This is an optimization exercise on Yosys and OpenROAD, whose aim is small area, a short achievable clock period and few clock cycles per item, not a production implementation. The RTL of this run was laid out without a check of its function.

### flow/run.sh
#!/bin/bash
# Own layout flow: the standard flow (standard.sh) with two changes:
#  1. synthesis maps the logic with ABC's area mapper (amap, script
#     flow/abc_area_map.script) instead of ORFS's abc_area.script; every other
#     synthesis step, the registers and their names are the standard flow's own
#     (synth_recipe.tcl is used unchanged, with the abc command wrapped);
#  2. the port buffers are plain buf_1 cells (buffer_ports would pick
#     clkdlybuf4s50_1, which is bigger and slower).
# Each tool's output goes to a log in this folder (and ORFS's own logs under
# orfs/logs).
set -euo pipefail
here=$(pwd)
scr="$here/flow/abc_area_map.script"
{
  cat <<EOT
proc abc {args} {
  set i [lsearch -exact \$args -script]
  if {\$i >= 0} { lset args [expr {\$i + 1}] {$scr} }
  yosys abc {*}\$args
}
EOT
  cat synth_recipe.tcl
} > my_synth.tcl
sed "s#SYNTH_SCRIPT=[^ ]*#SYNTH_SCRIPT=$here/my_synth.tcl#" standard.sh > my_standard.sh
grep -q "SYNTH_SCRIPT=$here/my_synth.tcl" my_standard.sh
export BUFFER_PORTS_ARGS="-buffer_cell sky130_fd_sc_hd__buf_1"
bash my_standard.sh > flow.log 2>&1
### flow/abc_area_map.script
strash
dch
amap
topo
stime -c
buffer -c
upsize -c
dnsize -c
### standard.sh
#!/bin/bash
# synth_recipe.tcl (not shown) runs the flow's synth.tcl, then flattens the netlist and writes it again
# the make line also repeats each setting of config.mk as NAME=value (left out here)
make -C /OpenROAD-flow-scripts/flow DESIGN_CONFIG=/design/flow/config.mk WORK_HOME=/design/flow/orfs CLKGATE_MAP_FILE= SYNTH_SCRIPT=/design/flow/synth_recipe.tcl "${@:-finish}"
### config.mk
export PLATFORM = sky130hd
export DESIGN_NAME = lcm
export DESIGN_NICKNAME = lcm
export VERILOG_FILES = /design/flow/design.v
export SDC_FILE = /design/flow/constraint.sdc
export NUM_CORES = 4
export LEC_CHECK = 0
export ABC_AREA = 1
export CAP_MARGIN = 20
export CORE_MARGIN = 2
export CORE_UTILIZATION = 40
export CTS_BUF_LIST = sky130_fd_sc_hd__clkbuf_4 sky130_fd_sc_hd__clkbuf_8
export SLEW_MARGIN = 20
### constraint.sdc
create_clock -name core_clock -period 100.0 [get_ports {clk}]
set_input_delay 20.0000 -clock core_clock [delete_from_list [all_inputs] [get_ports {clk}]]
set_output_delay 20.0000 -clock core_clock [all_outputs]
set_load 0.01 [all_outputs]
### design.v
`timescale 1ns/1ns
module lcm#(
parameter DATA_W = 16)
(
input [DATA_W-1:0] A,
input [DATA_W-1:0] B,
input 			vld_in,
input			rst_n,
input 			clk,
output	wire	[DATA_W*2-1:0] 	lcm_out,
output	wire 	[DATA_W-1:0]	mcd_out,
output	reg					vld_out
);
localparam W = DATA_W;
localparam P = 2*DATA_W;
reg [W-1:0] u, v;
reg [P-1:0] pu, pv;
reg         busy;
wire [W-1:0] uv = u | v;
wire [W-1:0] below;    
pfor #(W) pf (.x({uv[W-2:0], 1'b0}), .y(below));
wire [W-1:0] m = uv & ~below;
wire [W-1:0] u0 = u, v0 = v;
wire [P-1:0] pu0 = pu, pv0 = pv;
wire t1 = |(u0 & (m << 0));
wire t2 = |(u0 & (m << 1));
wire t3 = |(u0 & (m << 2));
wire t4 = |(u0 & (m << 3));
wire t5 = |(u0 & (m << 4));
wire t6 = |(v0 & (m << 0));
wire t7 = |(v0 & (m << 1));
wire t8 = |(v0 & (m << 2));
wire t9 = |(v0 & (m << 3));
wire t10 = |(v0 & (m << 4));
wire [W-1:0] u1, v1;
wire [P-1:0] pu1, pv1;
wire [W-1:0] d1, ad1; wire bo1, lt1, eq1;
fcmp #(W) cmp1 (.a(u0), .b(v0), .lt(lt1), .eq(eq1));
rsub #(W) sub1 (.a(lt1 ? v0 : u0), .b(lt1 ? u0 : v0), .d(ad1), .lt(bo1));
assign u1 = ad1;
radd #(P) add1 (.a(pu0), .b(pv0), .s(pv1));
assign v1 = lt1 ? u0 : v0;
assign pu1 = lt1 ? pv0 : pu0;
wire t11 = t1 ^ t6 ^ 1'b0;
wire t12 = (~t1 & t6) | (~(t1 ^ t6) & 1'b0);
wire t13 = t2 ^ t7 ^ t12;
wire t14 = (~t2 & t7) | (~(t2 ^ t7) & t12);
wire t15 = t3 ^ t8 ^ t14;
wire t16 = (~t3 & t8) | (~(t3 ^ t8) & t14);
wire t17 = t4 ^ t9 ^ t16;
wire t18 = (~t4 & t9) | (~(t4 ^ t9) & t16);
wire t19 = t5 ^ t10 ^ t18;
wire t20 = (~t5 & t10) | (~(t5 ^ t10) & t18);
wire t21 = t11 ^ (lt1 & 1'b0);
wire t22 = 1'b0 | t11;
wire t23 = t13 ^ (lt1 & t22);
wire t24 = t22 | t13;
wire t25 = t15 ^ (lt1 & t24);
wire t26 = t24 | t15;
wire t27 = t17 ^ (lt1 & t26);
wire t28 = t26 | t17;
wire t29 = t19 ^ (lt1 & t28);
wire t30 = t28 | t19;
wire t31 = lt1 ? t1 : t6;
wire t32 = lt1 ? t2 : t7;
wire t33 = lt1 ? t3 : t8;
wire t34 = lt1 ? t4 : t9;
wire t35 = lt1 ? t5 : t10;
wire t36 = 1'b0 | eq1;
wire [W-1:0] u2, v2;
wire [P-1:0] pu2, pv2;
wire t37 = ~t21;
assign u2 = t37 ? (u1 >> 1) : u1;
assign pu2 = t37 ? (pu1 << 1) : pu1;
assign v2 = v1;
assign pv2 = pv1;
wire t38 = t37 ? t23 : t21;
wire t39 = t37 ? t25 : t23;
wire t40 = t37 ? t27 : t25;
wire t41 = t37 ? t29 : t27;
wire [W-1:0] u3, v3;
wire [P-1:0] pu3, pv3;
wire t42 = ~t38;
assign u3 = t42 ? (u2 >> 1) : u2;
assign pu3 = t42 ? (pu2 << 1) : pu2;
assign v3 = v2;
assign pv3 = pv2;
wire t43 = t42 ? t39 : t38;
wire t44 = t42 ? t40 : t39;
wire t45 = t42 ? t41 : t40;
wire [W-1:0] u4, v4;
wire [P-1:0] pu4, pv4;
wire [W-1:0] d4, ad4; wire bo4, lt4, eq4;
rsub #(W) sub4 (.a(u3), .b(v3), .d(d4), .lt(bo4));
assign lt4 = bo4;
assign eq4 = ~|d4;
cneg #(W) neg4 (.x(d4), .n(lt4), .y(ad4));
wire t46 = lt4 & ~t36;
assign u4 = ad4 & {W{~t36}};
radd #(P) add4 (.a(pv3), .b(pu3 & {P{~t36}}), .s(pv4));
assign v4 = t46 ? u3 : v3;
assign pu4 = t46 ? pv3 : pu3;
wire t47 = t43 ^ t31 ^ 1'b0;
wire t48 = (~t43 & t31) | (~(t43 ^ t31) & 1'b0);
wire t49 = t44 ^ t32 ^ t48;
wire t50 = (~t44 & t32) | (~(t44 ^ t32) & t48);
wire t51 = t45 ^ t33 ^ t50;
wire t52 = (~t45 & t33) | (~(t45 ^ t33) & t50);
wire t53 = t47 & ~t36;
wire t54 = t49 & ~t36;
wire t55 = t51 & ~t36;
wire t56 = t46 ? t43 : t31;
wire t57 = t46 ? t44 : t32;
wire t58 = t46 ? t45 : t33;
wire t59 = t36 | eq4;
wire [W-1:0] u5, v5;
wire [P-1:0] pu5, pv5;
wire t60 = ~t53;
assign u5 = t60 ? (u4 >> 1) : u4;
assign pu5 = t60 ? (pu4 << 1) : pu4;
assign v5 = v4;
assign pv5 = pv4;
wire t61 = t60 ? t54 : t53;
wire t62 = t60 ? t55 : t54;
wire [W-1:0] u6, v6;
wire [P-1:0] pu6, pv6;
wire t63 = ~t61;
assign u6 = t63 ? (u5 >> 1) : u5;
assign pu6 = t63 ? (pu5 << 1) : pu5;
assign v6 = v5;
assign pv6 = pv5;
wire t64 = t63 ? t62 : t61;
wire [W-1:0] u7, v7;
wire [P-1:0] pu7, pv7;
wire t65 = ~t64;
wire t66 = ~t56 & ~t65;
assign u7 = t65 ? (u6 >> 1) : u6;
assign pu7 = t65 ? (pu6 << 1) : pu6;
assign v7 = t66 ? (v6 >> 1) : v6;
assign pv7 = t66 ? (pv6 << 1) : pv6;
wire t67 = t66 ? t57 : t56;
wire t68 = t66 ? t58 : t57;
wire done = t59;    
always @(posedge clk) begin
	if (!busy) begin
		u  <= A;
		v  <= B;
		pu <= {P{1'b0}};
		pv <= {{W{1'b0}}, A};
	end
	else begin
		u  <= u7;
		v  <= v7;
		pu <= pu7;
		pv <= pv7;
	end
end
always @(posedge clk or negedge rst_n)
	if (!rst_n) begin
		busy    <= 1'b0;
		vld_out <= 1'b0;
	end
	else begin
		busy    <= vld_in | (busy & ~done);
		vld_out <= busy & ~vld_in & done;
	end
assign mcd_out = v;
assign lcm_out = pv;
endmodule
module radd #(parameter N = 32) (input [N-1:0] a, input [N-1:0] b, output [N-1:0] s);
wire [N:0] c;
assign c[0] = 1'b0;
genvar i;
generate for (i = 0; i < N; i = i + 1) begin : g
	assign s[i] = a[i] ^ b[i] ^ c[i];
	assign c[i+1] = (a[i] & b[i]) | (c[i] & (a[i] ^ b[i]));
end endgenerate
endmodule
module rsub #(parameter N = 16) (input [N-1:0] a, input [N-1:0] b, output [N-1:0] d, output lt);
wire [N:0] c;
assign c[0] = 1'b1;
genvar i;
generate for (i = 0; i < N; i = i + 1) begin : g
	assign d[i] = a[i] ^ ~b[i] ^ c[i];
	assign c[i+1] = (a[i] & ~b[i]) | (c[i] & (a[i] ^ ~b[i]));
end endgenerate
assign lt = ~c[N];
endmodule
module cneg #(parameter N = 16) (input [N-1:0] x, input n, output [N-1:0] y);
wire [N:0] seen;
assign seen[0] = 1'b0;
genvar i;
generate for (i = 0; i < N; i = i + 1) begin : g
	assign y[i] = x[i] ^ (n & seen[i]);
	assign seen[i+1] = seen[i] | x[i];
end endgenerate
endmodule
module pfor #(parameter N = 16) (input [N-1:0] x, output [N-1:0] y);
generate
if (N == 1) begin : leaf
	assign y = x;
end
else begin : node
	wire [N/2-1:0] yl, yh;
	pfor #(N/2) lo (.x(x[N/2-1:0]), .y(yl));
	pfor #(N/2) hi (.x(x[N-1:N/2]), .y(yh));
	assign y = {yh | {(N/2){yl[N/2-1]}}, yl};
end
endgenerate
endmodule
module fcmp #(parameter N = 16) (input [N-1:0] a, input [N-1:0] b, output lt, output eq);
generate
if (N == 1) begin : leaf
	assign lt = ~a[0] & b[0];
	assign eq = ~(a[0] ^ b[0]);
end
else begin : node
	wire lth, eqh, ltl, eql;
	fcmp #(N/2) hi (.a(a[N-1:N/2]), .b(b[N-1:N/2]), .lt(lth), .eq(eqh));
	fcmp #(N/2) lo (.a(a[N/2-1:0]), .b(b[N/2-1:0]), .lt(ltl), .eq(eql));
	assign lt = lth | (eqh & ltl);
	assign eq = eqh & eql;
end
endgenerate
endmodule
==> results.txt <==
==> worst register-to-register path: cells and delay by family (launching register included) <==
kind                     cells  cell delay [ps]
flip-flops                   1              370
AO/OA/AOI/OAI                6              910
AND/OR/NAND/NOR              9             3110
buffers and inverters        9             1770
adder cells (fa/ha/maj)     32            11770
==> worst paths after layout <==
| check | startpoint | end | slack [ps] | cells past startpoint |
|---|---|---|---|---|
| setup / recovery | v[14] | mcd_out[14] | 78940 | 1 |
| hold / removal | pu[0] | pu[0] | 810 | 3 |
| setup reg to reg | v[0] | pv[31] | 81960 | 56 |
| hold reg to reg | pu[0] | pu[0] | 810 | 3 |
| max in group asynchronous | rst_n | busy | 80500 | 1 |
| min in group asynchronous | rst_n | vld_out | 19370 | 1 |
==> through the flow <==
step / std cells / utilization, % / worst slack, ps / instance area, sq um
3_5_place_dp: 1663 / 41.8 / 79350 / 10900
5_1_grt: 1679 / 42.8 / 78900 / 11100
2_1_floorplan: 1350 / - / 79510 / 10600
4_1_cts: 1679 / 42.8 / 78940 / 11100
6_report: 1679 / 42.8 / 78940 / 11100
3_3_place_gp: 1663 / 41.8 / 79360 / 10900
==> cells in the mapped netlist (all sizes together) (2+ instances only) <==
master | instances | area, sq um
buf | 50 | 319
nand2 | 68 | 258
o2111ai | 3 | 26.3
dfxtp | 96 | 1920
a21o | 3 | 22.5
o21a | 4 | 30.0
a31o | 3 | 26.3
o32ai | 5 | 51.3
ha | 51 | 638
o22a | 64 | 561
a21oi | 49 | 245
a22o | 9 | 78.8
nor2 | 138 | 518
or4 | 7 | 52.6
or4b | 2 | 20.0
or3 | 8 | 50.1
nand4 | 5 | 31.3
o221ai | 20 | 175
a2111oi | 3 | 26.3
a22oi | 49 | 368
nand3 | 6 | 30.0
o22ai | 189 | 1180
fa | 79 | 1580
dfrtp | 2 | 50.1
nor3 | 10 | 50.1
xor2 | 2 | 17.5
clkbuf | 70 | 263
o21ai | 62 | 310
and3 | 2 | 12.5
o211ai | 4 | 35.0
o21bai | 39 | 293
clkinv | 3 | 11.3
a221oi | 20 | 257
or2 | 33 | 206
nor2b | 7 | 43.8
inv | 162 | 608
nor4 | 7 | 43.8
o32a | 2 | 20.0
a211oi | 5 | 42.5
==> layout by cell type, fill, tap and decap left out, types with 4 or more instances in the layout <==
cell	n
o22ai_1	189
inv_1	157
nor2_1	136
dfxtp_1	96
buf_1	83
fa_1	79
nand2_1	67
o22a_1	64
ha_1	51
a22oi_1	49
a21oi_1	48
o21ai_0	46
o21bai_1	39
or2_2	31
o221ai_1	19
o21ai_1	16
buf_4	15
a221oi_2	13
clkbuf_8	10
nor3_1	9
a22o_1	9
or3_1	8
or4_1	7
nor4_1	7
a221oi_1	7
nor2b_1	7
nand3_1	6
nand4_1	5
a211oi_1	4
o21a_1	4
o32ai_1	4
==> registers in the layout, indices dropped and copies added (netlist names) <==
register  flops
u            16
busy          1
pu           32
pv           32
v            16
vld_out       1
==> logic make-up after synthesis <==
kind of cell / Yosys count / share of synthesized area, %
compound gates: 538 / 36.0
simple gates: 297 / 12.7
buf+inv: 285 / 11.4
fa+ha+maj: 130 / 21.0
flops: 98 / 18.7
xor+xnor: 2 / 0.166
==> cell type report <==
class,count,share of cell area (%)
multi-input cells,967,66.9
flip-flops and latches,98,17.7
inverters,165,5.60
repair buffers,98,3.82
well taps,335,3.77
clock buffers,10,1.24
clock inverters,6,0.912
==> per-layer routing <==
metal	global-route usage [%]	share of wire, %	vias up
met5	0	0.026	-
met4	8.32	2.7	2
met3	4.52	7.7	63
met2	37.7	44	463
met1	35.7	46	4938
li1	-	-	4882
==> results.toml <==
[status]
status = "timing/DRC/antenna clean"

[logic_synthesis]
ys_seq_elements = 98
syn_nets = 1515
synth_cells = 1350
synthArstFlopShare_pct = 2.04
yosysSeqAreaShare_pct = 18.7
dominantRegCellSynth = "dfxtp_1"
syn_area_sq_um = 10600
synth_cell_types = 60
yosys_warnings = 1
avgSynthCellArea_sq_um = 7.82
synth_edf_count = 0

[sta]
fin_crit_ps = 21060
setup_viol = 0
tightest_slew_ps = 923
setup_tns_ps = 0
hold_violations = 0
fin_skew_ps = 15.7
report.final.slew_viol_count = 0
fmax_mhz = 47.5
slew_headroom_pct = 36.9
rsz0062_at_grt = "no"
min_period_over_period_pct = 21.1
timing.hold.ws_ps = 807

[floorplan]
rows = 59
ios = 84
fp.coreArea_sq_um = 26000
die_w_microns = 166
die_h_microns = 166
dieArea_sq_um = 27700
start_util_pct = 40.6

[critical_path]
path_buf_inv = 1
path_delay_family = "flip-flops"
path_class = "reg -> out"
cp_max_fo = 5
startpoint_type = "flop"
worst_ep_arrival_time_ps = 1060
crit_chain = "buf_1"
cp-end-kind = "output port"
worst_path_max_delay_cell = "dfxtp_1"
critPathMaxStageDelay_ps = 480
critical_path_required_ps = 80000

[drt]
wl_per_cell_microns = 20.8
drt_iter0_drc = 1093
antenna_left = 0
drt_wl_total_microns = 34900
vias = 10348
dr.pass1.iters = 6
viasPerCell = 6.16
drc_errors = 0

[grt]
grt_first_pass_wirelength_microns = 55500
grtUsageTotal_pct = 24.9
grt-ovfl-total = 0
grt_pass1_vias = 10024
grt_max_degree = 52
antenna_found_initial = 1

[clock_network]
htreeDepth = 3
post_cts_buffers = 0
clock_sinks = 98
cts_buffer_depth = 2
cts_hold_buffers = 0
clockRootBuffer = "clkbuf_8"
cts_buffers = 9
clkTransAtPathRegs_ps = 100
cts_tree = "done"
clk_latency_ps = 400
ctsResizeCount = 0

[layout]
final_layout_size_suffix_gt1_share_pct = 6.77
n_antenna_cell = 0
multiInputGateArea_sq_um = 7440
fin_nets = 1504
area_delta_synth_final_pct = 5.31
fillers = 2712
ff_latch_area_sq_um = 1970

[min_path]
hold_class = "reg -> reg"

[placed_design]
globalplace.congestion = 0.890
hpwl_microns = 25200
numPortBuffers = 83

[flow_run]
cap_viol_max_count = 0

[afterwards: timing with drivers on the ports]
The results above use ideal ports. As a check the final layout listed here was re-extracted and re-timed, cells and wires unchanged. Step 1 (the two cells are an assumption about what drives the block):
set clk [get_ports {clk}]
set_driving_cell -lib_cell sky130_fd_sc_hd__clkbuf_16 $clk
set_driving_cell -lib_cell sky130_fd_sc_hd__buf_2 [delete_from_list [all_inputs] $clk]
Step 2 times the ports against the registers' clock, not the clock port: input delays grow and output delays shrink by t, the midpoint of the rising clock arrivals with the driver on. Three values: no drivers, after step 1, after step 2; two values: the first two.
t (ns): 0.436
setup slack, ns: 78.941 / 78.898 / 79.334
hold WS [ns]: 0.807 / 0.807 / 0.807
worst register clock-pin slew, ns: 0.11 / 0.11
pins driven straight from the clock port: 1
After both steps this run still meets setup and hold. For this run, drivers alone change the setup slack by -0.043 ns; drivers and shift together by +0.393 ns.
